This design comes from an exercise in tuning for small area and a short achievable clock period on the open sky130 flow, not from production work.
Only simulation tests tie the RTL to the original design; equivalence was not proved.
Power is estimated from default activity; no workload was simulated.

Design MicroUAZ8Bits2020V02, start of the top module:
module MicroUAZ8Bits2020V02(
    input Clk,
    input Rst,
    input [8:0] i_Instruction,
    input [7:0] i_Dato_Bus,
    output [7:0] o_Addres_Instruction_Bus,
    output [7:0] o_DataOut_Bus,
    output [7:0] o_Addres_Data_Bus,
    output RW
    );
Settings: LEC_CHECK=0, CAP_MARGIN=20, CORE_MARGIN=2, CORE_UTILIZATION=40, SETUP_SLACK_MARGIN=2.5, SLEW_MARGIN=20; clock period 6.0 ns.
standard.sh (not shown) runs the stock make flow with config.mk's settings and CLKGATE_MAP_FILE= SYNTH_SCRIPT=/design/flow/synth_recipe.tcl, a recipe that flattens the netlist after the stock synthesis.
==> flow/flow/run.sh <==
#!/bin/bash
# Own layout flow: the standard ORFS flow (standard.sh) with two changes:
#  - synthesis maps with an area-oriented ABC script (flow/abc.script);
#  - port buffers use sky130_fd_sc_hd__buf_1 instead of the default
#    delay cell; repair_timing resizes them as timing needs.
# Each tool's output stays in orfs/logs/; make's own output in run_make.log.
set -euo pipefail
W=$(pwd)
export FLOW_WORK=$W
export MY_ABC_SCRIPT=$W/flow/abc.script
bash standard.sh SYNTH_SCRIPT=$W/flow/my_synth.tcl \
  "BUFFER_PORTS_ARGS=-buffer_cell sky130_fd_sc_hd__buf_1" finish > $W/run_make.log 2>&1
==> flow/flow/abc.script <==
strash
dch
map -a
topo
==> flow/flow/my_synth.tcl <==
# The standard synthesis (synth_recipe.tcl, sourced unchanged) with one
# change: Yosys's abc pass runs the ABC script named by MY_ABC_SCRIPT in
# place of ORFS's abc_speed script.
proc abc {args} {
  set i [lsearch -exact $args -script]
  if { $i >= 0 && [info exists ::env(MY_ABC_SCRIPT)] } {
    lset args [expr { $i + 1 }] $::env(MY_ABC_SCRIPT)
  }
  puts "my_synth: abc $args"
  yosys abc {*}$args
}
source $::env(FLOW_WORK)/synth_recipe.tcl
The baseline finished clean.
==> next run, changes <==
==> flow/run.sh (new file) <==
#!/bin/bash
# synth_recipe.tcl (not shown) runs the flow's synth.tcl, then flattens the netlist and writes it again
# the make line also repeats each setting of config.mk as NAME=value (left out here)
make -C /OpenROAD-flow-scripts/flow DESIGN_CONFIG=/design/flow/config.mk WORK_HOME=/design/flow/orfs CLKGATE_MAP_FILE= SYNTH_SCRIPT=/design/flow/synth_recipe.tcl finish
removed: flow/flow/run.sh
removed: flow/flow/abc.script
removed: flow/flow/my_synth.tcl
removed: flow/standard.sh
Result: Sequential share of layout area drops by 1.8 points; setup slack is better by 180 ps; wire length climbs by 9.2%; fmax climbs by 4.6%; first-iteration DRC count climbs by 6.4%; via count climbs by 0.36%; sequential power drops by 5.0%; non-clock buffer count is unchanged; cell count drops by 4.4%; worst hold slack is worse by 58 ps.


The RTL this note starts from:
==> flow/design.v <==
`timescale 1ns / 1ps
module MicroUAZ8Bits2020V02(
    input Clk,
    input Rst,
    input [8:0] i_Instruction,
    input [7:0] i_Dato_Bus,
    output [7:0] o_Addres_Instruction_Bus,
    output [7:0] o_DataOut_Bus,
    output [7:0] o_Addres_Data_Bus,
    output RW
    );
    wire [2:0] op = i_Instruction[8:6];
    wire [2:0] a  = i_Instruction[5:3];
    wire [2:0] b  = i_Instruction[2:0];
    reg [7:0] R [0:7];
    reg [7:0] PC;
    reg C;
    reg fl, Zs, Ns;
    wire [7:0] Ra = R[a];
    wire [7:0] Rb = R[b];
    wire [7:0] R0 = R[0];
    wire Z = fl ? (R0 == 8'd0) & ~C : Zs;
    wire N = fl ? R0[7] : Ns;
    assign RW = ~op[2] & op[1];
    assign o_Addres_Data_Bus = op[1] ? Ra : Rb;
    wire [7:0] rbi = (op[0] | op[2]) ? Rb : {5'b0, b};
    assign o_DataOut_Bus = rbi;
    assign o_Addres_Instruction_Bus = PC;
    wire sub = b[0];
    wire [8:0] s = {1'b0, R0 ^ {8{sub}}} + {1'b0, Ra};
    wire [8:0] addsub = {s[8], s[7:0] ^ {8{sub}}};
    wire left = ~b[0];
    wire [8:0] v = left ? {R0[0], R0[1], R0[2], R0[3], R0[4], R0[5], R0[6], R0[7], 1'b0}
                        : {1'b0, R0};
    wire [8:0] vs = v >> Ra;
    wire [8:0] sh = left ? {vs[0], vs[1], vs[2], vs[3], vs[4], vs[5], vs[6], vs[7], vs[8]} : vs;
    reg [3:0] tt;
    always @* begin
        case (b[1:0])
            2'd0: tt = 4'b0011;    
            2'd1: tt = 4'b1000;    
            2'd2: tt = 4'b1110;    
            default: tt = 4'b0110;  
        endcase
    end
    wire [7:0] lg;
    genvar k;
    generate
        for (k = 0; k < 8; k = k + 1) begin : lgb
            assign lg[k] = tt[{R0[k], Ra[k]}];
        end
    endgenerate
    wire [8:0] res = b[2] ? {b[1:0] == 2'd0, lg} : (b[1] ? sh : addsub);
    wire is_math = op == 3'b101;
    wire is_jump = op == 3'b110;
    wire link    = is_jump & (b == 3'd1);
    wire wa = (op[2:1] == 2'b00) | (op == 3'b100);
    wire [7:0] wd = (op[0] & ~op[2]) ? i_Dato_Bus : rbi;
    reg taken;
    always @* begin
        case (b)
            3'd0, 3'd1: taken = 1'b1;
            3'd2: taken = Z;
            3'd3: taken = ~Z;
            3'd4: taken = N;
            3'd5: taken = ~N;
            3'd6: taken = C;
            default: taken = ~C;
        endcase
    end
    integer i;
    always @(posedge Clk, posedge Rst) begin
        if (Rst) begin
            for (i = 0; i < 8; i = i + 1) R[i] <= 8'd0;
            PC <= 8'd0;
            C <= 1'b0; fl <= 1'b0; Zs <= 1'b0; Ns <= 1'b0;
        end else begin
            for (i = 1; i < 7; i = i + 1)
                if (wa && a == i) R[i] <= wd;
            if (is_math) R[0] <= res[7:0];
            else if (wa && a == 3'd0) R[0] <= wd;
            if (link) R[7] <= PC;
            else if (wa && a == 3'd7) R[7] <= wd;
            PC <= (is_jump & taken) ? Ra : PC + 8'd1;
            if (is_math) begin
                C <= res[8];
                fl <= 1'b1;
            end else if (wa && a == 3'd0) begin
                fl <= 1'b0;
                Zs <= Z;
                Ns <= N;
            end
        end
    end
endmodule
==> flow/config.mk <==
export PLATFORM = sky130hd
export DESIGN_NAME = MicroUAZ8Bits2020V02
export DESIGN_NICKNAME = MicroUAZ8Bits2020V02
export VERILOG_FILES = /design/flow/design.v
export SDC_FILE = /design/flow/constraint.sdc
export NUM_CORES = 4
export LEC_CHECK = 0
export CAP_MARGIN = 20
export CORE_MARGIN = 2
export CORE_UTILIZATION = 40
export CTS_BUF_LIST = sky130_fd_sc_hd__clkbuf_8
export CTS_CLUSTER_SIZE = 25
export SETUP_SLACK_MARGIN = 2.5
export SLEW_MARGIN = 20
export TNS_END_PERCENT = 0
==> flow/constraint.sdc <==
create_clock -name core_clock -period 6.0 [get_ports {Clk}]
set_input_delay 1.2000 -clock core_clock [delete_from_list [all_inputs] [get_ports {Clk}]]
set_output_delay 1.2000 -clock core_clock [all_outputs]
set_load 0.01 [all_outputs]
==> flow/flow/run.sh <==
#!/bin/bash
# Own layout flow: the standard ORFS flow (standard.sh), with the
# changes set in flow/opts.sh:
#  - MY_ABC_SCRIPT: ABC script for synthesis's mapping (via my_synth.tcl,
#    which sources synth_recipe.tcl unchanged and only swaps abc's script);
#  - EXTRA: further make variables (port buffer cell, adder mapping, ...).
# Each tool's output stays in orfs/logs/; make's own output in run_make.log.
set -euo pipefail
W=$(pwd)
export FLOW_WORK=$W
EXTRA=()
source $W/flow/opts.sh
bash standard.sh SYNTH_SCRIPT=$W/flow/my_synth.tcl "${EXTRA[@]}" finish > $W/run_make.log 2>&1
==> flow/flow/abc.script <==
&get -n
&st
&dch -f
&nf -R 1000
&st
&dch -f
&nf -R 1000
&put
==> flow/flow/my_synth.tcl <==
# The standard synthesis (synth_recipe.tcl, sourced unchanged) with one
# change: Yosys's abc pass runs the ABC script named by MY_ABC_SCRIPT in
# place of ORFS's abc_speed script, and keeps abc from the cells named in
# MY_ABC_DONT_USE, if set.
proc abc {args} {
  set i [lsearch -exact $args -script]
  if { $i >= 0 && [info exists ::env(MY_ABC_SCRIPT)] } {
    lset args [expr { $i + 1 }] $::env(MY_ABC_SCRIPT)
  }
  if { [info exists ::env(MY_ABC_DONT_USE)] } {
    foreach c $::env(MY_ABC_DONT_USE) { lappend args -dont_use $c }
  }
  puts "my_synth: abc $args"
  yosys abc {*}$args
}
source $::env(FLOW_WORK)/synth_recipe.tcl
==> flow/flow/opts.sh <==
# options for run.sh
export MY_ABC_SCRIPT=$W/flow/abc.script
EXTRA=( "BUFFER_PORTS_ARGS=-buffer_cell sky130_fd_sc_hd__buf_1" "ADDER_MAP_FILE=" )
The first run went through all stages and came out clean.
Then changed:
==> flow/flow/abc.script (replaced) <==
&get -n
&st
&dch -f
&nf -R 1000
&put
==> flow/flow/opts.sh (replaced) <==
# options for run.sh
export MY_ABC_SCRIPT=$W/flow/abc.script
export MY_ABC_DONT_USE="sky130_fd_sc_hd__a222oi_1 sky130_fd_sc_hd__a2111oi_0 sky130_fd_sc_hd__a2111oi_1 sky130_fd_sc_hd__o2111ai_1 sky130_fd_sc_hd__o2111ai_2"
EXTRA=( "BUFFER_PORTS_ARGS=-buffer_cell sky130_fd_sc_hd__buf_1" "ADDER_MAP_FILE=" )
--- a/flow/config.mk
+++ b/flow/config.mk
@@ -8,5 +8,5 @@
 export CAP_MARGIN = 20
 export CORE_MARGIN = 2
-export CORE_UTILIZATION = 40
+export CORE_UTILIZATION = 55
 export CTS_BUF_LIST = sky130_fd_sc_hd__clkbuf_8
 export CTS_CLUSTER_SIZE = 25
Power grows by 4.1%; critical path depth does not change; sequential power falls by about 2%; wire length is about the same.

## separate check: timing with driven ports
In the flow no input, the clock included, has a driving cell. The finished layouts below were timed again as built, in two steps. Step 1 assumes that a clkbuf_16 drives the clock port and a buf_2 every other input. Step 2 moves the port delays by t, midway between the first and last clock arrival at a register: inputs arrive t later, outputs are due t later. That takes back most of the time a late clock gives input paths. Slacks: ideal ports / drivers / drivers and shift; pairs: ideal ports / drivers.
| run | t, ns | setup slack, ns | latest minus earliest clock arrival (ns) | worst slew at a driven data input, ns | cell pins on the clock port's net |
|---|---|---|---|---|---|
| the first run of note 1 | 0.387 | 1.953 / 1.948 / 1.561 | 0.006 / 0.006 | 0.07 | 1 |
| the second run of note 1 | 0.401 | 2.133 / 1.953 / 1.816 | 0.006 / 0.006 | 0.22 | 1 |
| the first run of note 2 | 0.404 | 1.773 / 1.739 / 1.420 | 0.013 / 0.013 | 0.05 | 1 |
| the second run of note 2 | 0.399 | 2.047 / 1.931 / 1.610 | 0.013 / 0.013 | 0.14 | 1 |
After both steps setup and hold are still met in every run listed. For the second run of note 2, which loses most, drivers alone change the setup slack by -0.116 ns; drivers and shift together by -0.437 ns.
